What follows belongs to an exercise in optimizing a design on an open flow for small area and a short achievable clock period; a production flow would make more cautious choices. Only simulation tests tie the RTL to the original design; equivalence was not proved. Power figures rest on the tool's default switching activity, not on a simulated workload.

<file path="flow/flow/run.sh">
#!/bin/bash
set -euo pipefail
export SETUP_SLACK_MARGIN=11.95
export CTS_ARGS="-sink_clustering_enable -repair_clock_nets -dont_use_dummy_load -buf_list sky130_fd_sc_hd__clkbuf_8"
export BUFFER_PORTS_ARGS="-buffer_cell sky130_fd_sc_hd__buf_2"
bash standard.sh synth > synth.log 2>&1
bash standard.sh > layout.log 2>&1
</file>
<file path="flow/standard.sh">
#!/bin/bash
# synth_recipe.tcl (not shown) runs the flow's synth.tcl, then flattens the netlist and writes it again
# the make line also repeats each setting of config.mk as NAME=value (left out here)
make -C /OpenROAD-flow-scripts/flow DESIGN_CONFIG=/design/flow/config.mk WORK_HOME=/design/flow/orfs CLKGATE_MAP_FILE= SYNTH_SCRIPT=/design/flow/synth_recipe.tcl "${@:-finish}"
</file>
<file path="flow/config.mk">
export PLATFORM = sky130hd
export DESIGN_NAME = RGB_to_Gray
export DESIGN_NICKNAME = RGB_to_Gray
export VERILOG_FILES = /design/flow/design.v
export SDC_FILE = /design/flow/constraint.sdc
export NUM_CORES = 8
export LEC_CHECK = 0
export CAP_MARGIN = 20
export CORE_MARGIN = 2
export CORE_UTILIZATION = 60
export CTS_BUF_LIST = sky130_fd_sc_hd__clkbuf_8
export PLACE_DENSITY = 0.75
export SLEW_MARGIN = 20
export SYNTH_HIERARCHICAL = 1
export SYNTH_MINIMUM_KEEP_SIZE = 0
</file>
<file path="flow/constraint.sdc">
create_clock -name core_clock -period 16.0 [get_ports {CLK}]
set_input_delay 3.2000 -clock core_clock [delete_from_list [all_inputs] [get_ports {CLK}]]
set_output_delay 3.2000 -clock core_clock [all_outputs]
set_load 0.01 [all_outputs]
</file>
<file path="flow/design.v">
module RGB_to_Gray(input CLK, input [7:0] R, input [7:0] G, input [7:0] B, input In_Valid, output reg [7:0] Gray, output reg Out_Valid);
    reg [7:0] r, g, b; reg v0;
    always @(posedge CLK) begin r <= R; g <= G; b <= B; v0 <= In_Valid; end
    wire w8 = ({r[7], r[6], r[5], r[4], r[3], r[2], r[1], r[0]} >= 8'd2);
    wire w9 = ({r[7], r[6], r[5], r[4], r[3], r[2], r[1], r[0]} >= 8'd4);
    wire w10 = ({r[7], r[6], r[5], r[4], r[3], r[2], r[1], r[0]} >= 8'd7);
    wire w11 = ({r[7], r[6], r[5], r[4], r[3], r[2], r[1], r[0]} >= 8'd14);
    wire w12 = ({r[7], r[6], r[5], r[4], r[3], r[2], r[1], r[0]} >= 8'd27);
    wire w13 = ({r[7], r[6], r[5], r[4], r[3], r[2], r[1], r[0]} >= 8'd54);
    wire w14 = ({r[7], r[6], r[5], r[4], r[3], r[2], r[1], r[0]} >= 8'd108);
    wire w15 = ({r[7], r[6], r[5], r[4], r[3], r[2], r[1], r[0]} >= 8'd215);
    wire w24 = ({g[7], g[6], g[5], g[4], g[3], g[2], g[1], g[0]} >= 8'd2);
    wire w25 = ({g[7], g[6], g[5], g[4], g[3], g[2], g[1], g[0]} >= 8'd4);
    wire w26 = ({g[7], g[6], g[5], g[4], g[3], g[2], g[1], g[0]} >= 8'd7);
    wire w27 = ({g[7], g[6], g[5], g[4], g[3], g[2], g[1], g[0]} >= 8'd14);
    wire w28 = ({g[7], g[6], g[5], g[4], g[3], g[2], g[1], g[0]} >= 8'd28);
    wire w29 = ({g[7], g[6], g[5], g[4], g[3], g[2], g[1], g[0]} >= 8'd55);
    wire w30 = ({g[7], g[6], g[5], g[4], g[3], g[2], g[1], g[0]} >= 8'd110);
    wire w31 = ({g[7], g[6], g[5], g[4], g[3], g[2], g[1], g[0]} >= 8'd219);
    wire w41 = ({b[7], b[6], b[5], b[4], b[3], b[2], b[1], b[0]} >= 8'd3);
    wire w42 = ({b[7], b[6], b[5], b[4], b[3], b[2], b[1], b[0]} >= 8'd5);
    wire w43 = ({b[7], b[6], b[5], b[4], b[3], b[2], b[1], b[0]} >= 8'd9);
    wire w44 = ({b[7], b[6], b[5], b[4], b[3], b[2], b[1], b[0]} >= 8'd18);
    wire w45 = ({b[7], b[6], b[5], b[4], b[3], b[2], b[1], b[0]} >= 8'd36);
    wire w46 = ({b[7], b[6], b[5], b[4], b[3], b[2], b[1], b[0]} >= 8'd71);
    wire w47 = ({b[7], b[6], b[5], b[4], b[3], b[2], b[1], b[0]} >= 8'd141);
    wire w48_0, w48_1; ha u48 (r[2], r[1], w48_0, w48_1);
    wire w49_0, w49_1; fa u49 (r[3], r[2], r[1], w49_0, w49_1);
    wire w50_0, w50_1; fa u50 (r[4], r[3], r[2], w50_0, w50_1);
    wire w51_0, w51_1; fa u51 (r[5], r[4], r[3], w51_0, w51_1);
    wire w52_0, w52_1; fa u52 (r[6], r[5], r[4], w52_0, w52_1);
    wire w53_0, w53_1; fa u53 (r[7], r[6], r[5], w53_0, w53_1);
    wire w54_0, w54_1; ha u54 (r[1], r[0], w54_0, w54_1);
    wire w55_0, w55_1; fa u55 (r[0], w48_0, w11, w55_0, w55_1);
    wire w56_0, w56_1; fa u56 (w48_1, w12, w49_0, w56_0, w56_1);
    wire w57_0, w57_1; fa u57 (w49_1, w13, w50_0, w57_0, w57_1);
    wire w58_0, w58_1; fa u58 (w50_1, w14, w51_0, w58_0, w58_1);
    wire w59_0, w59_1; fa u59 (w51_1, w15, w52_0, w59_0, w59_1);
    wire w60_0, w60_1; fa u60 (r[0], w52_1, w53_0, w60_0, w60_1);
    wire w61_0, w61_1; ha u61 (r[0], w9, w61_0, w61_1);
    wire w62_0, w62_1; fa u62 (w54_0, w10, w61_1, w62_0, w62_1);
    wire w63_0, w63_1; fa u63 (w54_1, w55_0, w62_1, w63_0, w63_1);
    wire w64_0, w64_1; fa u64 (w55_1, w56_0, w63_1, w64_0, w64_1);
    wire w65_0, w65_1; fa u65 (w56_1, w57_0, w64_1, w65_0, w65_1);
    wire w66_0, w66_1; fa u66 (w57_1, w58_0, w65_1, w66_0, w66_1);
    wire w67_0, w67_1; fa u67 (w58_1, w59_0, w66_1, w67_0, w67_1);
    wire w68_0, w68_1; fa u68 (p59_1_1, p60_0_1, p67_1_1, w68_0, w68_1);
    wire w69_0, w69_1; ha u69 (g[4], g[0], w69_0, w69_1);
    wire w70_0, w70_1; fa u70 (g[5], g[1], w31, w70_0, w70_1);
    wire w71_0, w71_1; fa u71 (g[6], g[2], g[0], w71_0, w71_1);
    wire w72_0, w72_1; ha u72 (g[0], w26, w72_0, w72_1);
    wire w73_0, w73_1; fa u73 (g[1], w27, w72_1, w73_0, w73_1);
    wire w74_0, w74_1; fa u74 (g[2], w28, w73_1, w74_0, w74_1);
    wire w75_0, w75_1; fa u75 (g[3], w29, w74_1, w75_0, w75_1);
    wire w76_0, w76_1; fa u76 (w69_0, w30, w75_1, w76_0, w76_1);
    wire w77_0, w77_1; fa u77 (w69_1, w70_0, w76_1, w77_0, w77_1);
    wire w78_0, w78_1; fa u78 (p70_1_1, p71_0_1, p77_1_1, w78_0, w78_1);
    wire w79 = ~w8;
    wire w80 = w61_0 & w79;
    wire w81 = ~w24;
    wire w82 = w25 & w81;
    wire w83 = ~w9;
    wire w84 = w62_0 & w83;
    wire w85 = ~w25;
    wire w86 = w72_0 & w85;
    wire w87 = ~w10;
    wire w88 = w63_0 & w87;
    wire w89 = ~w26;
    wire w90 = w73_0 & w89;
    wire w91 = ~w11;
    wire w92 = w64_0 & w91;
    wire w93 = ~w27;
    wire w94 = w74_0 & w93;
    wire w95 = ~w12;
    wire w96 = w65_0 & w95;
    wire w97 = ~w28;
    wire w98 = w75_0 & w97;
    wire w99 = ~w13;
    wire w100 = w66_0 & w99;
    wire w101 = ~w29;
    wire w102 = w76_0 & w101;
    wire w103 = ~p14_0_1;
    wire w104 = p67_0_1 & w103;
    wire w105 = ~w30;
    wire w106 = w77_0 & w105;
    wire w107 = ~w15;
    wire w108 = w68_0 & p107_0_1;
    wire w109 = ~p31_0_1;
    wire w110 = w78_0 & w109;
    wire w111_0, w111_1; ha u111 (r[7], r[6], w111_0, w111_1);
    wire w112_0, w112_1; fa u112 (r[7], r[2], r[0], w112_0, w112_1);
    wire w113_0, w113_1; fa u113 (g[7], g[3], g[1], w113_0, w113_1);
    wire w114_0, w114_1; fa u114 (r[3], r[1], r[0], w114_0, w114_1);
    wire w115_0, w115_1; fa u115 (r[4], r[2], r[1], w115_0, w115_1);
    wire w116_0, w116_1; fa u116 (r[5], r[3], r[2], w116_0, w116_1);
    wire w117_0, w117_1; ha u117 (r[0], g[6], w117_0, w117_1);
    wire w118_0, w118_1; fa u118 (r[6], r[4], r[3], w118_0, w118_1);
    wire w119_0, w119_1; fa u119 (r[1], g[7], g[5], w119_0, w119_1);
    wire w120_0, w120_1; fa u120 (r[7], r[5], r[4], w120_0, w120_1);
    wire w121_0, w121_1; ha u121 (r[2], g[6], w121_0, w121_1);
    wire w122_0, w122_1; fa u122 (r[6], r[5], r[3], w122_0, w122_1);
    wire w123_0, w123_1; ha u123 (g[7], g[6], w123_0, w123_1);
    wire w124_0, w124_1; fa u124 (r[7], r[6], r[4], w124_0, w124_1);
    wire w125_0, w125_1; ha u125 (r[0], g[7], w125_0, w125_1);
    wire w126_0, w126_1; ha u126 (r[7], r[5], w126_0, w126_1);
    wire w127_0, w127_1; ha u127 (r[5], r[2], w127_0, w127_1);
    wire w128_0, w128_1; fa u128 (r[6], r[3], r[2], w128_0, w128_1);
    wire w129_0, w129_1; fa u129 (r[7], r[4], r[3], w129_0, w129_1);
    wire w130_0, w130_1; fa u130 (r[5], r[4], r[1], w130_0, w130_1);
    wire w131_0, w131_1; fa u131 (r[6], r[5], r[2], w131_0, w131_1);
    wire w132_0, w132_1; ha u132 (r[7], r[6], w132_0, w132_1);
    wire w133_0, w133_1; fa u133 (r[1], w111_0, w53_1, w133_0, w133_1);
    wire w134_0, w134_1; fa u134 (g[0], w111_1, w71_1, w134_0, w134_1);
    wire w135_0, w135_1; ha u135 (w112_0, w113_0, w135_0, w135_1);
    wire w136_0, w136_1; fa u136 (g[4], g[2], g[1], w136_0, w136_1);
    wire w137_0, w137_1; fa u137 (w112_1, w113_1, w114_0, w137_0, w137_1);
    wire w138_0, w138_1; fa u138 (g[5], g[3], g[2], w138_0, w138_1);
    wire w139_0, w139_1; fa u139 (g[0], w114_1, w115_0, w139_0, w139_1);
    wire w140_0, w140_1; fa u140 (g[4], g[3], g[1], w140_0, w140_1);
    wire w141_0, w141_1; fa u141 (w117_0, w115_1, w116_0, w141_0, w141_1);
    wire w142_0, w142_1; fa u142 (g[4], g[2], w117_1, w142_0, w142_1);
    wire w143_0, w143_1; fa u143 (w116_1, w118_0, w119_0, w143_0, w143_1);
    wire w144_0, w144_1; fa u144 (g[5], g[3], w121_0, w144_0, w144_1);
    wire w145_0, w145_1; fa u145 (w118_1, w119_1, w120_0, w145_0, w145_1);
    wire w146_0, w146_1; fa u146 (g[4], g[0], w121_1, w146_0, w146_1);
    wire w147_0, w147_1; fa u147 (w123_0, w120_1, w122_0, w147_0, w147_1);
    wire w148_0, w148_1; fa u148 (g[5], g[1], w123_1, w148_0, w148_1);
    wire w149_0, w149_1; fa u149 (w125_0, w122_1, w124_0, w149_0, w149_1);
    wire w150_0, w150_1; fa u150 (r[1], g[6], g[2], w150_0, w150_1);
    wire w151_0, w151_1; fa u151 (w125_1, w126_0, w124_1, w151_0, w151_1);
    wire w152_0, w152_1; fa u152 (r[6], r[2], g[7], w152_0, w152_1);
    wire w153_0, w153_1; fa u153 (g[3], g[0], w126_1, w153_0, w153_1);
    wire w154_0, w154_1; fa u154 (r[7], r[3], r[0], w154_0, w154_1);
    wire w155_0, w155_1; fa u155 (g[4], g[1], g[0], w155_0, w155_1);
    wire w156_0, w156_1; fa u156 (r[4], r[1], r[0], w156_0, w156_1);
    wire w157_0, w157_1; fa u157 (g[5], g[2], g[1], w157_0, w157_1);
    wire w158_0, w158_1; fa u158 (r[1], g[6], g[3], w158_0, w158_1);
    wire w159_0, w159_1; fa u159 (g[2], g[0], w127_0, w159_0, w159_1);
    wire w160_0, w160_1; fa u160 (g[7], g[4], g[3], w160_0, w160_1);
    wire w161_0, w161_1; fa u161 (g[1], w127_1, w128_0, w161_0, w161_1);
    wire w162_0, w162_1; fa u162 (r[0], g[5], g[4], w162_0, w162_1);
    wire w163_0, w163_1; fa u163 (g[2], w128_1, w129_0, w163_0, w163_1);
    wire w164_0, w164_1; fa u164 (g[6], g[5], g[3], w164_0, w164_1);
    wire w165_0, w165_1; fa u165 (g[0], w129_1, w130_0, w165_0, w165_1);
    wire w166_0, w166_1; fa u166 (g[7], g[6], g[4], w166_0, w166_1);
    wire w167_0, w167_1; fa u167 (g[1], w130_1, w131_0, w167_0, w167_1);
    wire w168_0, w168_1; fa u168 (r[3], g[7], g[5], w168_0, w168_1);
    wire w169_0, w169_1; fa u169 (g[2], w132_0, w131_1, w169_0, w169_1);
    wire w170_0, w170_1; fa u170 (r[7], r[4], g[6], w170_0, w170_1);
    wire w171_0, w171_1; ha u171 (g[3], w132_1, w171_0, w171_1);
    wire w172_0, w172_1; ha u172 (r[5], g[7], w172_0, w172_1);
    wire w173_0, w173_1; ha u173 (w133_0, w60_1, w173_0, w173_1);
    wire w174_0, w174_1; fa u174 (w133_1, w135_0, w134_0, w174_0, w174_1);
    wire w175_0, w175_1; fa u175 (w136_0, w135_1, w134_1, w175_0, w175_1);
    wire w176_0, w176_1; fa u176 (w136_1, w138_0, w137_1, w176_0, w176_1);
    wire w177_0, w177_1; fa u177 (w138_1, w140_0, w139_1, w177_0, w177_1);
    wire w178_0, w178_1; fa u178 (w140_1, w142_0, w141_1, w178_0, w178_1);
    wire w179_0, w179_1; fa u179 (w142_1, w144_0, w143_1, w179_0, w179_1);
    wire w180_0, w180_1; fa u180 (w144_1, w146_0, w145_1, w180_0, w180_1);
    wire w181_0, w181_1; fa u181 (w146_1, w148_0, w147_1, w181_0, w181_1);
    wire w182_0, w182_1; fa u182 (w150_0, w148_1, w149_1, w182_0, w182_1);
    wire w183_0, w183_1; fa u183 (w150_1, w152_0, w153_0, w183_0, w183_1);
    wire w184_0, w184_1; fa u184 (w152_1, w154_0, w155_0, w184_0, w184_1);
    wire w185_0, w185_1; fa u185 (w154_1, w155_1, w156_0, w185_0, w185_1);
    wire w186_0, w186_1; fa u186 (w156_1, w157_1, w158_0, w186_0, w186_1);
    wire w187_0, w187_1; fa u187 (w158_1, w160_0, w159_1, w187_0, w187_1);
    wire w188_0, w188_1; fa u188 (w160_1, w162_0, w161_1, w188_0, w188_1);
    wire w189_0, w189_1; fa u189 (w162_1, w164_0, w163_1, w189_0, w189_1);
    wire w190_0, w190_1; fa u190 (w164_1, w166_0, w165_1, w190_0, w190_1);
    wire w191_0, w191_1; fa u191 (w166_1, w168_0, w167_1, w191_0, w191_1);
    wire w192_0, w192_1; fa u192 (w168_1, w170_0, w171_0, w192_0, w192_1);
    wire w193_0, w193_1; fa u193 (g[4], w172_0, w170_1, w193_0, w193_1);
    wire w194_0, w194_1; ha u194 (r[6], g[5], w194_0, w194_1);
    wire w195_0, w195_1; ha u195 (p173_0_1, w110, w195_0, w195_1);
    wire w196_0, w196_1; fa u196 (p173_1_1, p174_0_1, w78_1, w196_0, w196_1);
    wire w197_0, w197_1; fa u197 (w137_0, w174_1, w175_0, w197_0, w197_1);
    wire w198_0, w198_1; fa u198 (w139_0, w175_1, w176_0, w198_0, w198_1);
    wire w199_0, w199_1; fa u199 (w141_0, w176_1, w177_0, w199_0, w199_1);
    wire w200_0, w200_1; fa u200 (w143_0, w177_1, w178_0, w200_0, w200_1);
    wire w201_0, w201_1; fa u201 (w145_0, w178_1, w179_0, w201_0, w201_1);
    wire w202_0, w202_1; fa u202 (w147_0, w179_1, w180_0, w202_0, w202_1);
    wire w203_0, w203_1; fa u203 (w149_0, w180_1, w181_0, w203_0, w203_1);
    wire w204_0, w204_1; fa u204 (w151_0, w181_1, w182_0, w204_0, w204_1);
    wire w205_0, w205_1; fa u205 (w151_1, w183_0, w182_1, w205_0, w205_1);
    wire w206_0, w206_1; fa u206 (w153_1, w184_0, w183_1, w206_0, w206_1);
    wire w207_0, w207_1; fa u207 (w157_0, w184_1, w185_0, w207_0, w207_1);
    wire w208_0, w208_1; fa u208 (w159_0, w185_1, w186_0, w208_0, w208_1);
    wire w209_0, w209_1; fa u209 (w186_1, w161_0, w187_0, w209_0, w209_1);
    wire w210_0, w210_1; fa u210 (w163_0, w187_1, w188_0, w210_0, w210_1);
    wire w211_0, w211_1; fa u211 (w165_0, w188_1, w189_0, w211_0, w211_1);
    wire w212_0, w212_1; fa u212 (w167_0, w189_1, w190_0, w212_0, w212_1);
    wire w213_0, w213_1; fa u213 (w169_0, w190_1, w191_0, w213_0, w213_1);
    wire w214_0, w214_1; fa u214 (w169_1, w192_0, w191_1, w214_0, w214_1);
    wire w215_0, w215_1; fa u215 (w171_1, w193_0, w192_1, w215_0, w215_1);
    wire w216_0, w216_1; fa u216 (w172_1, w194_0, w193_1, w216_0, w216_1);
    wire w217_0, w217_1; fa u217 (r[7], g[6], w194_1, w217_0, w217_1);
    wire w219 = w205_1 & w206_0;
    wire w220 = w206_1 | w207_0;
    wire w221 = w206_1 & w207_0;
    wire w222 = w207_1 | w208_0;
    wire w223 = w207_1 & w208_0;
    wire w224 = w208_1 | w209_0;
    wire w225 = w208_1 & w209_0;
    wire w226 = w209_1 | w210_0;
    wire w227 = w209_1 & w210_0;
    wire w228 = w210_1 | w211_0;
    wire w229 = w210_1 & w211_0;
    wire w230 = w211_1 | w212_0;
    wire w231 = w211_1 & w212_0;
    wire w232 = w212_1 | w213_0;
    wire w233 = w212_1 & w213_0;
    wire w234 = p213_1_1 | p214_0_1;
    wire w235 = p213_1_1 & p214_0_1;
    wire w236 = p214_1_1 | p215_0_1;
    wire w237 = p214_1_1 & p215_0_1;
    wire w238 = p215_1_1 | p216_0_1;
    wire w239 = p215_1_1 & p216_0_1;
    wire w240 = p216_1_1 | p217_0_1;
    wire w241 = p216_1_1 & p217_0_1;
    wire w242 = p217_1_1 | p23_0_1;
    wire w243 = p217_1_1 & p23_0_1;
    wire w244 = w221 | (w220 & w219);
    wire w246 = w225 | (w224 & w223);
    wire w247 = w224 & w222;
    wire w248 = w229 | (w228 & w227);
    wire w249 = w228 & w226;
    wire w250 = w233 | (w232 & w231);
    wire w251 = w232 & w230;
    wire w252 = w237 | (w236 & w235);
    wire w253 = w236 & w234;
    wire w254 = w241 | (w240 & w239);
    wire w255 = w240 & w238;
    wire w258 = w246 | (w247 & w244);
    wire w260 = w231 | (w230 & w248);
    wire w261 = w230 & w249;
    wire w262 = w250 | (w251 & w248);
    wire w263 = w251 & w249;
    wire w264 = w239 | (w238 & w252);
    wire w265 = w238 & w253;
    wire w266 = w254 | (w255 & w252);
    wire w267 = w255 & w253;
    wire w268 = w227 | (w226 & w258);
    wire w270 = w248 | (w249 & w258);
    wire w272 = w260 | (w261 & w258);
    wire w274 = w262 | (w263 & w258);
    wire w276 = w243 | (w242 & w266);
    wire w277 = w242 & w267;
    wire w278 = w235 | (w234 & p274_0_1);
    wire w280 = w252 | (w253 & p274_0_1);
    wire w282 = w264 | (w265 & p274_0_1);
    wire w284 = w266 | (w267 & p274_0_1);
    wire w286 = w276 | (w277 & p274_0_1);
    wire w288 = |{w210_1, w211_1, w212_1, w213_1, w214_1, w215_1, w216_1, w217_1, w211_0, w212_0, w213_0, w214_0, w215_0, w216_0, w217_0, g[7], w268};
    wire w289 = |{w211_1, w212_1, w213_1, w214_1, w215_1, w216_1, w217_1, w212_0, w213_0, w214_0, w215_0, w216_0, w217_0, g[7], w270};
    wire w290 = |{w212_1, w213_1, w214_1, w215_1, w216_1, w217_1, w213_0, w214_0, w215_0, w216_0, w217_0, g[7], w272};
    wire w291 = |{p213_1_1, p214_1_1, p215_1_1, p216_1_1, p217_1_1, p214_0_1, p215_0_1, p216_0_1, p217_0_1, p23_0_1, p274_0_1};
    wire w292 = |{p214_1_1, p215_1_1, p216_1_1, p217_1_1, p215_0_1, p216_0_1, p217_0_1, p23_0_1, w278};
    wire w293 = |{p215_1_1, p216_1_1, p217_1_1, p216_0_1, p217_0_1, p23_0_1, w280};
    wire w294 = |{p216_1_1, p217_1_1, p217_0_1, p23_0_1, w282};
    wire w295 = |{p217_1_1, p23_0_1, w284};
    wire w296 = |{w286};
    wire w297 = ~b[0];
    wire w298 = ~b[1];
    wire w299 = ~b[2];
    wire w300 = ~b[3];
    wire w301 = ~b[4];
    wire w302 = ~b[5];
    wire w303 = ~b[6];
    wire w304 = ~b[7];
    wire w305_0, w305_1; fa u305 (b[6], b[4], b[2], w305_0, w305_1);
    wire w306_0, w306_1; ha u306 (b[7], b[5], w306_0, w306_1);
    wire w307_0, w307_1; ha u307 (b[6], b[4], w307_0, w307_1);
    wire w308_0, w308_1; ha u308 (b[7], b[5], w308_0, w308_1);
    wire w309_0, w309_1; ha u309 (b[4], b[2], w309_0, w309_1);
    wire w310_0, w310_1; fa u310 (b[5], b[3], b[1], w310_0, w310_1);
    wire w311_0, w311_1; fa u311 (w297, w47, w305_0, w311_0, w311_1);
    wire w312_0, w312_1; fa u312 (b[3], w298, w306_0, w312_0, w312_1);
    wire w313_0, w313_1; fa u313 (b[0], w299, w306_1, w313_0, w313_1);
    wire w314_0, w314_1; fa u314 (b[1], w300, w307_1, w314_0, w314_1);
    wire w315_0, w315_1; fa u315 (b[6], b[2], w301, w315_0, w315_1);
    wire w316_0, w316_1; ha u316 (b[2], b[0], w316_0, w316_1);
    wire w317_0, w317_1; fa u317 (b[3], b[1], w44, w317_0, w317_1);
    wire w318_0, w318_1; fa u318 (b[0], w309_0, w45, w318_0, w318_1);
    wire w319_0, w319_1; fa u319 (w309_1, w46, w310_0, w319_0, w319_1);
    wire w320; xn u320 (w310_1, w311_0, w320);
    wire w321 = w310_1 | w311_0;
    wire w322_0, w322_1; fa u322 (w305_1, w312_0, w311_1, w322_0, w322_1);
    wire w323_0, w323_1; fa u323 (w307_0, w312_1, w313_0, w323_0, w323_1);
    wire w324_0, w324_1; fa u324 (w308_0, w313_1, w314_0, w324_0, w324_1);
    wire w325_0, w325_1; fa u325 (w308_1, w315_0, w314_1, w325_0, w325_1);
    wire w326_0, w326_1; ha u326 (b[0], w41, w326_0, w326_1);
    wire w327_0, w327_1; fa u327 (b[1], w42, w326_1, w327_0, w327_1);
    wire w328_0, w328_1; fa u328 (w316_0, w43, w327_1, w328_0, w328_1);
    wire w329_0, w329_1; fa u329 (w316_1, w317_0, w328_1, w329_0, w329_1);
    wire w330_0, w330_1; fa u330 (w317_1, w318_0, w329_1, w330_0, w330_1);
    wire w331_0, w331_1; fa u331 (w318_1, w319_0, w330_1, w331_0, w331_1);
    wire w332_0, w332_1; fa u332 (w319_1, w320, w331_1, w332_0, w332_1);
    wire w333_0, w333_1; fa u333 (p321_0_1, p322_0_1, p332_1_1, w333_0, w333_1);
    wire w334_0, w334_1; fa u334 (p322_1_1, p323_0_1, w333_1, w334_0, w334_1);
    wire w335_0, w335_1; fa u335 (p323_1_1, p324_0_1, w334_1, w335_0, w335_1);
    wire w336_0, w336_1; fa u336 (p324_1_1, p325_0_1, w335_1, w336_0, w336_1);
    wire w337 = ~w42;
    wire w338 = w328_0 & w337;
    wire w339 = w338 & w288;
    wire w340 = ~p339_0_1;
    wire w341 = ~w43;
    wire w342 = w329_0 & w341;
    wire w343 = w342 & w289;
    wire w344 = ~p343_0_1;
    wire w345 = ~w44;
    wire w346 = w330_0 & w345;
    wire w347 = p346_0_1 & p290_0_1;
    wire w348 = ~w347;
    wire w349 = ~w45;
    wire w350 = w331_0 & w349;
    wire w351 = p350_0_1 & w291;
    wire w352 = ~w351;
    wire w353 = ~w46;
    wire w354 = w332_0 & w353;
    wire w355 = p354_0_1 & w292;
    wire w356 = ~w355;
    wire w357 = ~w47;
    wire w358 = w333_0 & p357_0_1;
    wire w359 = w358 & w293;
    wire w360 = ~w359;
    wire w361 = w334_0 & w294;
    wire w362 = ~w361;
    wire w363 = w335_0 & w295;
    wire w364 = ~w363;
    wire w365 = w336_0 & w296;
    wire w366 = ~w365;
    wire w367_0, w367_1; fa u367 (b[7], b[3], w302, w367_0, w367_1);
    wire w368_0, w368_1; ha u368 (w297, w315_1, w368_0, w368_1);
    wire w369_0, w369_1; ha u369 (b[4], w303, w369_0, w369_1);
    wire w370_0, w370_1; ha u370 (b[7], b[5], w370_0, w370_1);
    wire w371_0, w371_1; ha u371 (b[6], b[1], w371_0, w371_1);
    wire w372_0, w372_1; ha u372 (b[7], b[2], w372_0, w372_1);
    wire w373_0, w373_1; fa u373 (w367_0, w368_0, w325_1, w373_0, w373_1);
    wire w374_0, w374_1; fa u374 (w298, w369_0, w367_1, w374_0, w374_1);
    wire w375_0, w375_1; ha u375 (w368_1, w197_0, w375_0, w375_1);
    wire w376_0, w376_1; fa u376 (b[5], w304, w299, w376_0, w376_1);
    wire w377_0, w377_1; fa u377 (w369_1, w197_1, w198_0, w377_0, w377_1);
    wire w378_0, w378_1; fa u378 (b[6], w300, w198_1, w378_0, w378_1);
    wire w379 = ~w199_0;
    wire w380_0, w380_1; fa u380 (b[7], w301, w297, w380_0, w380_1);
    wire w381_0, w381_1; ha u381 (w199_1, w200_0, w381_0, w381_1);
    wire w382_0, w382_1; fa u382 (w302, w298, w200_1, w382_0, w382_1);
    wire w383_0, w383_1; fa u383 (b[0], w303, w299, w383_0, w383_1);
    wire w384_0, w384_1; fa u384 (b[1], w304, w300, w384_0, w384_1);
    wire w385_0, w385_1; fa u385 (b[2], b[0], w301, w385_0, w385_1);
    wire w386_0, w386_1; ha u386 (w203_1, w204_0, w386_0, w386_1);
    wire w387_0, w387_1; fa u387 (b[3], b[1], w302, w387_0, w387_1);
    wire w388; xn u388 (w204_1, w205_0, w388);
    wire w389 = w204_1 | w205_0;
    wire w390_0, w390_1; fa u390 (b[4], b[2], w303, w390_0, w390_1);
    wire w391_0, w391_1; fa u391 (w297, w206_0, w205_1, w391_0, w391_1);
    wire w392_0, w392_1; fa u392 (b[5], b[3], w304, w392_0, w392_1);
    wire w393_0, w393_1; fa u393 (w298, w207_0, w206_1, w393_0, w393_1);
    wire w394_0, w394_1; fa u394 (b[6], b[4], w299, w394_0, w394_1);
    wire w395; xn u395 (w207_1, w208_0, w395);
    wire w396 = w207_1 | w208_0;
    wire w397_0, w397_1; fa u397 (b[0], w300, w370_0, w397_0, w397_1);
    wire w398; xn u398 (w208_1, w209_0, w398);
    wire w399 = w208_1 | w209_0;
    wire w400_0, w400_1; fa u400 (w301, w370_1, w371_0, w400_0, w400_1);
    wire w401; xn u401 (w209_1, w210_0, w401);
    wire w402 = w209_1 | w210_0;
    wire w403_0, w403_1; fa u403 (w302, w371_1, w372_0, w403_0, w403_1);
    wire w404; xn u404 (w210_1, w211_0, w404);
    wire w405 = w210_1 | w211_0;
    wire w406_0, w406_1; fa u406 (b[3], w303, w372_1, w406_0, w406_1);
    wire w407; xn u407 (w211_1, w212_0, w407);
    wire w408 = w211_1 | w212_0;
    wire w409_0, w409_1; fa u409 (b[4], w304, w212_1, w409_0, w409_1);
    wire w410 = ~w213_0;
    wire w411_0, w411_1; ha u411 (b[5], w213_1, w411_0, w411_1);
    wire w412_0, w412_1; ha u412 (p38_0_1, p215_0_1, w412_0, w412_1);
    wire w413_0, w413_1; ha u413 (p39_0_1, p216_0_1, w413_0, w413_1);
    wire w414_0, w414_1; ha u414 (w80, w338, w414_0, w414_1);
    wire w415_0, w415_1; fa u415 (w82, w84, w342, w415_0, w415_1);
    wire w416_0, w416_1; fa u416 (w86, w88, w346, w416_0, w416_1);
    wire w417_0, w417_1; fa u417 (p90_0_1, p92_0_1, p350_0_1, w417_0, w417_1);
    wire w418_0, w418_1; fa u418 (p94_0_1, p96_0_1, p354_0_1, w418_0, w418_1);
    wire w419_0, w419_1; fa u419 (p98_0_1, p100_0_1, w358, w419_0, w419_1);
    wire w420_0, w420_1; fa u420 (p102_0_1, w104, w334_0, w420_0, w420_1);
    wire w421_0, w421_1; fa u421 (p106_0_1, w108, w335_0, w421_0, w421_1);
    wire w422_0, w422_1; fa u422 (w68_1, w195_0, w336_0, w422_0, w422_1);
    wire w423_0, w423_1; fa u423 (p373_0_1, w196_0, w195_1, w423_0, w423_1);
    wire w424_0, w424_1; fa u424 (w374_0, w373_1, w375_0, w424_0, w424_1);
    wire w425_0, w425_1; fa u425 (w376_0, w374_1, w375_1, w425_0, w425_1);
    wire w426_0, w426_1; fa u426 (w376_1, w379, w377_1, w426_0, w426_1);
    wire w427_0, w427_1; fa u427 (w380_0, w199_0, w378_1, w427_0, w427_1);
    wire w428_0, w428_1; fa u428 (w380_1, w201_0, w381_1, w428_0, w428_1);
    wire w429_0, w429_1; fa u429 (w383_0, w201_1, w202_0, w429_0, w429_1);
    wire w430_0, w430_1; fa u430 (w383_1, w384_0, w202_1, w430_0, w430_1);
    wire w431_0, w431_1; fa u431 (w384_1, w385_0, w386_0, w431_0, w431_1);
    wire w432_0, w432_1; fa u432 (w385_1, w387_0, w388, w432_0, w432_1);
    wire w433_0, w433_1; fa u433 (w387_1, w390_0, w389, w433_0, w433_1);
    wire w434_0, w434_1; fa u434 (w390_1, w392_0, w393_0, w434_0, w434_1);
    wire w435_0, w435_1; fa u435 (w392_1, w394_0, w395, w435_0, w435_1);
    wire w436_0, w436_1; fa u436 (w394_1, w397_0, w396, w436_0, w436_1);
    wire w437_0, w437_1; fa u437 (w397_1, w400_0, w399, w437_0, w437_1);
    wire w438_0, w438_1; fa u438 (w400_1, w403_0, w402, w438_0, w438_1);
    wire w439_0, w439_1; fa u439 (w403_1, w406_0, w405, w439_0, w439_1);
    wire w440_0, w440_1; fa u440 (w406_1, w410, w408, w440_0, w440_1);
    wire w441_0, w441_1; fa u441 (w214_0, w213_0, w411_0, w441_0, w441_1);
    wire w442_0, w442_1; fa u442 (p214_1_1, w412_0, p411_1_1, w442_0, w442_1);
    wire w443_0, w443_1; fa u443 (p215_1_1, w413_0, w412_1, w443_0, w443_1);
    wire w444_0, w444_1; fa u444 (p217_0_1, p216_1_1, w413_1, w444_0, w444_1);
    wire w445_0, w445_1; ha u445 (p23_0_1, p217_1_1, w445_0, w445_1);
    wire w446_0, w446_1; ha u446 (p414_0_1, w340, w446_0, w446_1);
    wire w447_0, w447_1; fa u447 (p414_1_1, p415_0_1, w344, w447_0, w447_1);
    wire w448_0, w448_1; fa u448 (p415_1_1, p416_0_1, w348, w448_0, w448_1);
    wire w449_0, w449_1; fa u449 (p416_1_1, w352, w417_0, w449_0, w449_1);
    wire w450_0, w450_1; fa u450 (w417_1, w356, w418_0, w450_0, w450_1);
    wire w451_0, w451_1; fa u451 (w418_1, w360, w419_0, w451_0, w451_1);
    wire w452_0, w452_1; fa u452 (w419_1, w362, w420_0, w452_0, w452_1);
    wire w453_0, w453_1; fa u453 (w420_1, w364, w421_0, w453_0, w453_1);
    wire w454_0, w454_1; fa u454 (w421_1, w366, w422_0, w454_0, w454_1);
    wire w455_0, w455_1; fa u455 (w423_0, w336_1, w422_1, w455_0, w455_1);
    wire w456_0, w456_1; fa u456 (p424_0_1, w196_1, w423_1, w456_0, w456_1);
    wire w457_0, w457_1; fa u457 (w377_0, w424_1, w425_0, w457_0, w457_1);
    wire w458_0, w458_1; fa u458 (p378_0_1, p425_1_1, p426_0_1, w458_0, w458_1);
    wire w459_0, w459_1; fa u459 (w381_0, w426_1, w427_0, w459_0, w459_1);
    wire w460_0, w460_1; fa u460 (w382_0, w427_1, w428_0, w460_0, w460_1);
    wire w461_0, w461_1; fa u461 (w382_1, w429_0, w428_1, w461_0, w461_1);
    wire w462_0, w462_1; fa u462 (w203_0, w429_1, w430_0, w462_0, w462_1);
    wire w463; xn u463 (w430_1, w431_0, w463);
    wire w464 = w430_1 | w431_0;
    wire w465_0, w465_1; fa u465 (w386_1, w432_0, w431_1, w465_0, w465_1);
    wire w466_0, w466_1; fa u466 (w391_0, w432_1, w433_0, w466_0, w466_1);
    wire w467_0, w467_1; fa u467 (w391_1, w433_1, w434_0, w467_0, w467_1);
    wire w468_0, w468_1; fa u468 (w393_1, w435_0, w434_1, w468_0, w468_1);
    wire w469_0, w469_1; fa u469 (w398, w435_1, w436_0, w469_0, w469_1);
    wire w470_0, w470_1; fa u470 (w436_1, w401, w437_0, w470_0, w470_1);
    wire w471_0, w471_1; fa u471 (w404, w437_1, w438_0, w471_0, w471_1);
    wire w472_0, w472_1; fa u472 (w407, w438_1, w439_0, w472_0, w472_1);
    wire w473_0, w473_1; fa u473 (w409_0, w439_1, w440_0, w473_0, w473_1);
    wire w474_0, w474_1; fa u474 (w409_1, w440_1, w441_0, w474_0, w474_1);
    wire w475; xn u475 (p441_1_1, w442_0, w475);
    wire w476 = p441_1_1 | w442_0;
    wire w477; xn u477 (w443_0, w442_1, w477);
    wire w478 = w443_0 | w442_1;
    wire w479; xn u479 (w444_0, w443_1, w479);
    wire w480 = w444_0 | w443_1;
    wire w481; xn u481 (w445_0, w444_1, w481);
    wire w482 = w445_0 | w444_1;
    wire w483 = ~w445_1;
    wire w484 = w446_1 | w447_0;
    wire w485 = w446_1 & w447_0;
    wire w486 = w447_1 | w448_0;
    wire w487 = w447_1 & w448_0;
    wire w488 = w448_1 | w449_0;
    wire w489 = w448_1 & w449_0;
    wire w490 = w449_1 | w450_0;
    wire w491 = w449_1 & w450_0;
    wire w492 = w450_1 | w451_0;
    wire w493 = w450_1 & w451_0;
    wire w494 = w451_1 | w452_0;
    wire w495 = w451_1 & w452_0;
    wire w496 = w452_1 | w453_0;
    wire w497 = w452_1 & w453_0;
    wire w498 = w453_1 | w454_0;
    wire w499 = w453_1 & w454_0;
    wire w500 = w454_1 | w455_0;
    wire w501 = w454_1 & w455_0;
    wire w502 = w455_1 | w456_0;
    wire w503 = w455_1 & w456_0;
    wire w504 = w456_1 | p457_0_1;
    wire w505 = w456_1 & p457_0_1;
    wire w506 = p457_1_1 | w458_0;
    wire w507 = p457_1_1 & w458_0;
    wire w508 = w458_1 | p459_0_1;
    wire w509 = w458_1 & p459_0_1;
    wire w510 = p459_1_1 | p460_0_1;
    wire w511 = p459_1_1 & p460_0_1;
    wire w512 = p460_1_1 | p461_0_1;
    wire w513 = p460_1_1 & p461_0_1;
    wire w514 = w461_1 | w462_0;
    wire w515 = w461_1 & w462_0;
    wire w516 = w462_1 | w463;
    wire w517 = w462_1 & w463;
    wire w518 = p464_0_1 | p465_0_1;
    wire w519 = p464_0_1 & p465_0_1;
    wire w520 = w465_1 | w466_0;
    wire w521 = w465_1 & w466_0;
    wire w522 = w466_1 | w467_0;
    wire w523 = w466_1 & w467_0;
    wire w524 = p467_1_1 | p468_0_1;
    wire w525 = p467_1_1 & p468_0_1;
    wire w526 = p468_1_1 | p469_0_1;
    wire w527 = p468_1_1 & p469_0_1;
    wire w528 = w469_1 | w470_0;
    wire w529 = w469_1 & w470_0;
    wire w530 = p470_1_1 | p471_0_1;
    wire w531 = p470_1_1 & p471_0_1;
    wire w532_0, w532_1; ha u532 (p471_1_1, p472_0_1, w532_0, w532_1);
    wire w533_0, w533_1; ha u533 (p472_1_2, p473_0_2, w533_0, w533_1);
    wire w534_0, w534_1; ha u534 (p473_1_1, p474_0_1, w534_0, w534_1);
    wire w535_0, w535_1; ha u535 (p474_1_1, w475, w535_0, w535_1);
    wire w536_0, w536_1; ha u536 (w476, w477, w536_0, w536_1);
    wire w537_0, w537_1; ha u537 (w478, w479, w537_0, w537_1);
    wire w538_0, w538_1; ha u538 (w480, w481, w538_0, w538_1);
    wire w539_0, w539_1; ha u539 (w482, w483, w539_0, w539_1);
    wire w540 = w531 | (w530 & p529_0_1);
    wire w541 = w530 & p528_0_1;
    wire w542 = w527 | (w526 & w525);
    wire w543 = w526 & w524;
    wire w544 = w540 | (w541 & w542);
    wire w545 = w541 & w543;
    wire w546 = p523_0_1 | (p522_0_1 & p521_0_1);
    wire w547 = p522_0_1 & p520_0_1;
    wire w548 = w546 | (w547 & w519);
    wire w549 = w547 & w518;
    wire w550 = w544 | (w545 & w548);
    wire w551 = w545 & w549;
    wire w552 = w517 | (w516 & w515);
    wire w553 = p516_0_1 & p514_0_1;
    wire w554 = p552_0_1 | (w553 & w513);
    wire w555 = w553 & w512;
    wire w556 = w511 | (w510 & w509);
    wire w557 = w510 & w508;
    wire w558 = w556 | (w557 & w507);
    wire w559 = w557 & w506;
    wire w560 = w554 | (w555 & w558);
    wire w561 = w555 & w559;
    wire w562 = w550 | (w551 & w560);
    wire w563 = w551 & w561;
    wire w564 = w505 | (w504 & w503);
    wire w565 = w504 & w502;
    wire w566 = w564 | (w565 & w501);
    wire w567 = w565 & w500;
    wire w568 = w499 | (w498 & w497);
    wire w569 = w498 & w496;
    wire w570 = w568 | (w569 & w495);
    wire w571 = w569 & w494;
    wire w572 = w566 | (w567 & w570);
    wire w573 = w567 & w571;
    wire w574 = w493 | (w492 & w491);
    wire w575 = w492 & w490;
    wire w576 = w574 | (w575 & w489);
    wire w577 = w575 & w488;
    wire w578 = w487 | (w486 & w485);
    wire w579 = w486 & w484;
    wire w580 = w578 | (w579 & w446_0);
    wire w581 = w576 | (w577 & w580);
    wire w583 = w572 | (w573 & w581);
    wire w585 = w562 | (w563 & w583);
    wire w587 = w533_1 | (w533_0 & p532_1_1);
    wire w588 = w533_0 & p532_0_1;
    wire w589 = p535_1_1 | (p535_0_1 & p534_1_1);
    wire w590 = p535_0_1 & p534_0_1;
    wire w591 = w537_1 | (w537_0 & w536_1);
    wire w592 = p537_0_1 & p536_0_1;
    wire w595 = p534_1_1 | (p534_0_1 & w587);
    wire w596 = p534_0_1 & w588;
    wire w597 = w589 | (w590 & w587);
    wire w598 = w590 & w588;
    wire w599 = w538_1 | (w538_0 & w591);
    wire w600 = p538_0_1 & w592;
    wire w603 = p536_1_1 | (p536_0_1 & w597);
    wire w604 = p536_0_1 & w598;
    wire w605 = p591_0_1 | (w592 & w597);
    wire w606 = w592 & w598;
    wire w607 = p599_0_1 | (w600 & w597);
    wire w608 = w600 & w598;
    wire w611 = p532_1_1 | (p532_0_1 & p585_0_1);
    wire w612 = w587 | (w588 & p585_0_1);
    wire w613 = w595 | (w596 & p585_0_1);
    wire w614 = w597 | (w598 & p585_0_1);
    wire w615 = w603 | (w604 & p585_0_1);
    wire w616 = w605 | (w606 & p585_0_1);
    wire w617 = w607 | (w608 & p585_0_1);
    wire w619; xr u619 (p532_0_1, p585_0_1, w619);
    wire w620; xr u620 (w533_0, w611, w620);
    wire w621; xr u621 (p534_0_1, w612, w621);
    wire w622; xr u622 (p535_0_1, w613, w622);
    wire w623; xr u623 (p536_0_1, w614, w623);
    wire w624; xr u624 (p537_0_1, w615, w624);
    wire w625; xr u625 (p538_0_1, w616, w625);
    wire w626; xr u626 (p539_0_1, w617, w626);
    reg p23_0_1;
    reg p38_0_1;
    reg p39_0_1;
    reg p14_0_1;
    reg p59_1_1;
    reg p60_0_1;
    reg p67_1_1;
    reg p31_0_1;
    reg p70_1_1;
    reg p71_0_1;
    reg p77_1_1;
    reg p67_0_1;
    reg p107_0_1;
    reg p173_0_1;
    reg p173_1_1;
    reg p174_0_1;
    reg p213_1_1;
    reg p214_0_1;
    reg p214_1_1;
    reg p215_0_1;
    reg p215_1_1;
    reg p216_0_1;
    reg p216_1_1;
    reg p217_0_1;
    reg p217_1_1;
    reg p274_0_1;
    reg p321_0_1;
    reg p322_0_1;
    reg p332_1_1;
    reg p322_1_1;
    reg p323_0_1;
    reg p323_1_1;
    reg p324_0_1;
    reg p324_1_1;
    reg p325_0_1;
    reg p339_0_1;
    reg p343_0_1;
    reg p346_0_1;
    reg p290_0_1;
    reg p350_0_1;
    reg p354_0_1;
    reg p357_0_1;
    reg p90_0_1;
    reg p92_0_1;
    reg p94_0_1;
    reg p96_0_1;
    reg p98_0_1;
    reg p100_0_1;
    reg p102_0_1;
    reg p106_0_1;
    reg p373_0_1;
    reg p411_1_1;
    reg p414_0_1;
    reg p414_1_1;
    reg p415_0_1;
    reg p415_1_1;
    reg p416_0_1;
    reg p416_1_1;
    reg p424_0_1;
    reg p378_0_1;
    reg p425_1_1;
    reg p426_0_1;
    reg p441_1_1;
    reg p457_0_1;
    reg p457_1_1;
    reg p459_0_1;
    reg p459_1_1;
    reg p460_0_1;
    reg p460_1_1;
    reg p461_0_1;
    reg p464_0_1;
    reg p465_0_1;
    reg p467_1_1;
    reg p468_0_1;
    reg p468_1_1;
    reg p469_0_1;
    reg p470_1_1;
    reg p471_0_1;
    reg p471_1_1;
    reg p472_0_1;
    reg p472_1_1;
    reg p472_1_2;
    reg p473_0_1;
    reg p473_0_2;
    reg p473_1_1;
    reg p474_0_1;
    reg p474_1_1;
    reg p529_0_1;
    reg p528_0_1;
    reg p523_0_1;
    reg p522_0_1;
    reg p521_0_1;
    reg p520_0_1;
    reg p516_0_1;
    reg p514_0_1;
    reg p552_0_1;
    reg p532_1_1;
    reg p532_0_1;
    reg p535_1_1;
    reg p535_0_1;
    reg p534_1_1;
    reg p534_0_1;
    reg p537_0_1;
    reg p536_1_1;
    reg p536_0_1;
    reg p538_0_1;
    reg p591_0_1;
    reg p599_0_1;
    reg p585_0_1;
    reg p539_0_1;
    always @(posedge CLK) begin
        p23_0_1 <= g[7];
        p38_0_1 <= b[6];
        p39_0_1 <= b[7];
        p14_0_1 <= w14;
        p59_1_1 <= w59_1;
        p60_0_1 <= w60_0;
        p67_1_1 <= w67_1;
        p31_0_1 <= w31;
        p70_1_1 <= w70_1;
        p71_0_1 <= w71_0;
        p77_1_1 <= w77_1;
        p67_0_1 <= w67_0;
        p107_0_1 <= w107;
        p173_0_1 <= w173_0;
        p173_1_1 <= w173_1;
        p174_0_1 <= w174_0;
        p213_1_1 <= w213_1;
        p214_0_1 <= w214_0;
        p214_1_1 <= w214_1;
        p215_0_1 <= w215_0;
        p215_1_1 <= w215_1;
        p216_0_1 <= w216_0;
        p216_1_1 <= w216_1;
        p217_0_1 <= w217_0;
        p217_1_1 <= w217_1;
        p274_0_1 <= w274;
        p321_0_1 <= w321;
        p322_0_1 <= w322_0;
        p332_1_1 <= w332_1;
        p322_1_1 <= w322_1;
        p323_0_1 <= w323_0;
        p323_1_1 <= w323_1;
        p324_0_1 <= w324_0;
        p324_1_1 <= w324_1;
        p325_0_1 <= w325_0;
        p339_0_1 <= w339;
        p343_0_1 <= w343;
        p346_0_1 <= w346;
        p290_0_1 <= w290;
        p350_0_1 <= w350;
        p354_0_1 <= w354;
        p357_0_1 <= w357;
        p90_0_1 <= w90;
        p92_0_1 <= w92;
        p94_0_1 <= w94;
        p96_0_1 <= w96;
        p98_0_1 <= w98;
        p100_0_1 <= w100;
        p102_0_1 <= w102;
        p106_0_1 <= w106;
        p373_0_1 <= w373_0;
        p411_1_1 <= w411_1;
        p414_0_1 <= w414_0;
        p414_1_1 <= w414_1;
        p415_0_1 <= w415_0;
        p415_1_1 <= w415_1;
        p416_0_1 <= w416_0;
        p416_1_1 <= w416_1;
        p424_0_1 <= w424_0;
        p378_0_1 <= w378_0;
        p425_1_1 <= w425_1;
        p426_0_1 <= w426_0;
        p441_1_1 <= w441_1;
        p457_0_1 <= w457_0;
        p457_1_1 <= w457_1;
        p459_0_1 <= w459_0;
        p459_1_1 <= w459_1;
        p460_0_1 <= w460_0;
        p460_1_1 <= w460_1;
        p461_0_1 <= w461_0;
        p464_0_1 <= w464;
        p465_0_1 <= w465_0;
        p467_1_1 <= w467_1;
        p468_0_1 <= w468_0;
        p468_1_1 <= w468_1;
        p469_0_1 <= w469_0;
        p470_1_1 <= w470_1;
        p471_0_1 <= w471_0;
        p471_1_1 <= w471_1;
        p472_0_1 <= w472_0;
        p472_1_1 <= w472_1;
        p472_1_2 <= p472_1_1;
        p473_0_1 <= w473_0;
        p473_0_2 <= p473_0_1;
        p473_1_1 <= w473_1;
        p474_0_1 <= w474_0;
        p474_1_1 <= w474_1;
        p529_0_1 <= w529;
        p528_0_1 <= w528;
        p523_0_1 <= w523;
        p522_0_1 <= w522;
        p521_0_1 <= w521;
        p520_0_1 <= w520;
        p516_0_1 <= w516;
        p514_0_1 <= w514;
        p552_0_1 <= w552;
        p532_1_1 <= w532_1;
        p532_0_1 <= w532_0;
        p535_1_1 <= w535_1;
        p535_0_1 <= w535_0;
        p534_1_1 <= w534_1;
        p534_0_1 <= w534_0;
        p537_0_1 <= w537_0;
        p536_1_1 <= w536_1;
        p536_0_1 <= w536_0;
        p538_0_1 <= w538_0;
        p591_0_1 <= w591;
        p599_0_1 <= w599;
        p585_0_1 <= w585;
        p539_0_1 <= w539_0;
    end
    reg v1; always @(posedge CLK) v1 <= v0;
    reg v2; always @(posedge CLK) v2 <= v1;
    always @(posedge CLK) begin Gray <= {w626, w625, w624, w623, w622, w621, w620, w619}; Out_Valid <= v2; end
endmodule
module fa(input a, input b, input c, output s, output co);
    assign s = a ^ b ^ c;
    assign co = (a & b) | (a & c) | (b & c);
endmodule
module ha(input a, input b, output s, output co);
    assign s = a ^ b;
    assign co = a & b;
endmodule
module xr(input a, input b, output y);
    assign y = a ^ b;
endmodule
module xn(input a, input b, output y);
    assign y = ~(a ^ b);
endmodule
module ao(input g1, input p1, input g0, output y);
    assign y = g1 | (p1 & g0);
endmodule
module an2(input a, input b, output y);
    assign y = a & b;
endmodule
module or2(input a, input b, output y);
    assign y = a | b;
endmodule
</file>
==> impl_metrics.json <==
{
  "ios": 35,
  "track_usage_pct": 26.0,
  "use_met3_pct": 5.70,
  "ys.flop_type": "dfxtp_1",
  "postLayoutCellArea_um2": 10300,
  "port_buffers": 34,
  "layout.nets": 1023,
  "ctsHoldBuffers": 0,
  "drt_wl_total_um": 19500,
  "area_growth_pct": 9.53,
  "critPathTopFamily": "flip-flops",
  "seq_area_um2": 2980,
  "worst_slack_ps": 11910,
  "dpl_worst_slack_ps": 11660,
  "fin_crit_sh_pct": 25.6,
  "synth_top_area_share_pct": 47.0,
  "critPathKind": "reg -> out",
  "status": "timing/DRC/antenna clean",
  "nFillCells": 1052,
  "rsz0062_at_grt": "true",
  "crit_path_max_fanout": 1,
  "r2r_start": "b[0]",
  "avgSynthCellArea_um2": 14.3,
  "cts_buffers": 17,
  "crit_path_end_kind": "output port",
  "cap_violations": 0,
  "leakagePower_nw": 4.20,
  "tightest_slew_ps": 726,
  "cts-root-buf": "clkbuf_8",
  "hpwl_um": 15500,
  "powerDensity_nw_per_um2": 176,
  "grt_use_met1_pct": 35.2,
  "report.final.slew_viol_count": 0,
  "cts.sinks": 146,
  "cp.buffers_inverters": 1,
  "hp-start": "p473_0_1",
  "fin_util_pct": 67.6,
  "overflow": 0,
  "finalHoldViolations": 0,
  "grt_pass1_vias": 5932,
  "placed_area_um2": 9850,
  "synth-seq-area-share_pct": 31.0,
  "pwr-share-comb_pct": 57.1,
  "ant_nets": 0,
  "place_congestion": 0.905,
  "remaining_drc_errors": 0,
  "synthCells": 660,
  "fmaxAchievable_mhz": 245,
  "cp_cell_sequence": "buf_6",
  "slew_headroom_pct": 51.5,
  "setup_viol": 0,
  "vdd_ir_drop_max_mv": 0.137,
  "synth_area_leaders": "fa_1 47%, dfxtp_1 31%, ha_1 6.2%, or2_2 1.3%, xnor2_1 1.1%",
  "grt_pass1_wl_um": 31500,
  "setup_tns_ps": 0,
  "die_width_um": 129,
  "period_needed_ps": 4090,
  "synth-edff-count": 0,
  "diodes": 0,
  "synth_top_area_cell": "fa_1",
  "clk_latency_ps": 460,
  "dr.pass1.iters": 6,
  "row_count": 45,
  "seqPwrFrac_pct": 31.5,
  "cp_slowest_cell": "dfxtp_2",
  "drt_iter0_markers": 386,
  "critPathLaunchType": "flip-flop",
  "die-height_um": 129,
  "htreeDepth": 4,
  "whs_ps": 312,
  "ys_warn_count": 7,
  "syn-num-nets": 954,
  "synthArstFlopShare_pct": 0,
  "synth.most_common_cell": "fa_1",
  "crit_arrival_ps": 890,
  "yosys_register_bits": 146,
  "fp.coreArea_um2": 15300,
  "antenna_found_initial": 0,
  "clockPowerShare_pct": 11.4,
  "start_util_pct": 61.7,
  "cts_tree": "yes",
  "slowest_delay_ps": 330,
  "synthDistinctLibCells": 44,
  "grt_use_met2_pct": 42.5,
  "p_int_mw": 1.09,
  "skew_ps": 30.3,
  "crit_start": "Gray[4]",
  "design.die.area_um2": 16700,
  "netlist_area_um2": 9410,
  "cts_buffer_depth": 2,
  "multi_input_area_um2": 6420,
  "layout-drive-gt1-share_pct": 17.5,
  "yosys-top-cells-count": "221 x fa_1, 146 x dfxtp_1, 47 x ha_1",
  "switchingPower_uw": 722,
  "wl_per_cell_um": 20.8,
  "path_clk_slew_ps": 90,
  "grt_start_max_net_pins": 18,
  "switching_share_pct": 39.9,
  "critPathRequiredTime_ps": 12800,
  "busiest_layer": "met2",
  "min_path_type": "reg -> reg",
  "viasPerCell": 5.77,
  "dr_total_vias": 5413
}
## modules after synthesis (local to each module, per instance)
module	times used	area (um^2)	cells inside
RGB_to_Gray	1	4230	372
fa	221	20.0	1
ha	47	12.5	1
xn	12	8.76	1
xr	8	8.76	1
## final timing paths
| path | end | slack (ps) | cells past startpoint |
|---|---|---|---|
| setup / recovery | Gray[4] | 11910 | 1 |
| hold / removal | p473_0_2 | 310 | 0 |
| setup reg to reg | p354_0_1 | 12020 | 11 |
| hold reg to reg | p473_0_2 | 310 | 0 |
## power groups by stage
stage	combinational, mW	clock, mW	sequential [mW]
4_1_cts	1.01	0.213	0.571
3_3_place_gp	0.949	0	0.573
5_1_grt	1.17	0.230	0.585
6_report	1.03	0.206	0.571
2_1_floorplan	0.735	0	0.560
3_5_place_dp	0.997	0	0.579
## cell type report
| type | count | share of cell area, % |
|---|---|---|
| inverters | 26 | 0.983 |
| clock buffers | 17 | 2.27 |
| well taps | 211 | 2.56 |
| flip-flops and latches | 146 | 28.9 |
| repair buffers | 50 | 3.06 |
| multi-input cells | 488 | 62.2 |
## through the flow
stage               cells  total power [mW]
global route          938              1.99
global placement      905              1.52
finish                938              1.81
CTS                   922              1.80
detailed placement    905              1.58
floorplan             660              1.29
## state kept, by name, summed over array words and instances, names as in the netlist, 8 cells and up
signal,flops
r,8
b,8
g,8
Gray,8
## placed cells by master (no fill, tap or decap), drive strengths merged, types with 5 or more instances in the layout
cell type and instances:
clkbuf 17, inv 25, xnor2 12, a21o 8, and2 8, or2 19
nand3 7, ha 47, dfxtp 146, a21oi 15, and3 12, o211ai 5
fa 221, nor2 27, a31oi 9, o22ai 5, nor3 5, nand2 22
xor2 8, maj3 7, o21ai 7, buf 50
## what timing repair did
item / in CTS / in global routing
endpoints found under the setup margin: 35 / 18
gates resized for setup: 24 / 20
pin swaps: 2 / 4
setup buffers: 0 / 16
## layer usage
layer | routed length, um | part of all wire [%]
met5 | 0 | 0
met4 | 664 | 3.4
met1 | 7930 | 41
met2 | 9880 | 51
met3 | 1000 | 5.1
## worst register-to-register path, delay by kind of cell, from the launching register on
family	cells	cell delay (ps)
buffers and inverters	2	420
adder cells (fa/ha/maj)	7	2740
AO/OA/AOI/OAI	1	160
AND/OR/NAND/NOR	1	90
flip-flops	1	520
## kinds of logic (layout without fill, tap and decap cells)
| family | after synthesis | after routing | synth area share [%] |
|---|---|---|---|
| DFF | 146 | 146 | 31.0 |
| other | 1 | 1 | 0.0398 |
| xor gates and xnor gates | 20 | 20 | 1.86 |
| AOI/OAI and AO/OA | 79 | 79 | 5.93 |
| adders and majority gates | 275 | 275 | 54.0 |
| buffers and inverters | 26 | 93 | 1.04 |
| and+or+nand+nor | 113 | 113 | 6.06 |

-- port drivers added, routing unchanged --
How much do the figures lean on ideal ports? The routed layout below was timed once more, with nothing changed but the port constraints. Step 1 (the two cells are an assumption about what drives the block):
set clk [get_ports {CLK}]
set_driving_cell -lib_cell sky130_fd_sc_hd__clkbuf_16 $clk
set_driving_cell -lib_cell sky130_fd_sc_hd__buf_2 [delete_from_list [all_inputs] $clk]
Step 2 times the ports against the registers' clock, not the clock port: input delays grow and output delays shrink by t, the midpoint of the rising clock arrivals with the driver on. Three values: no drivers, after step 1, after step 2; two values: the first two.
shift t [ns]: 0.484
slack for setup (ns): 11.911 / 11.868 / 12.022
worst register clock-pin slew, ns: 0.09 / 0.09
pins driven straight from the clock port: 1
After both steps setup and hold are still met in this run. The setup slack of this run moves by -0.043 ns with the drivers and by +0.111 ns with both steps.
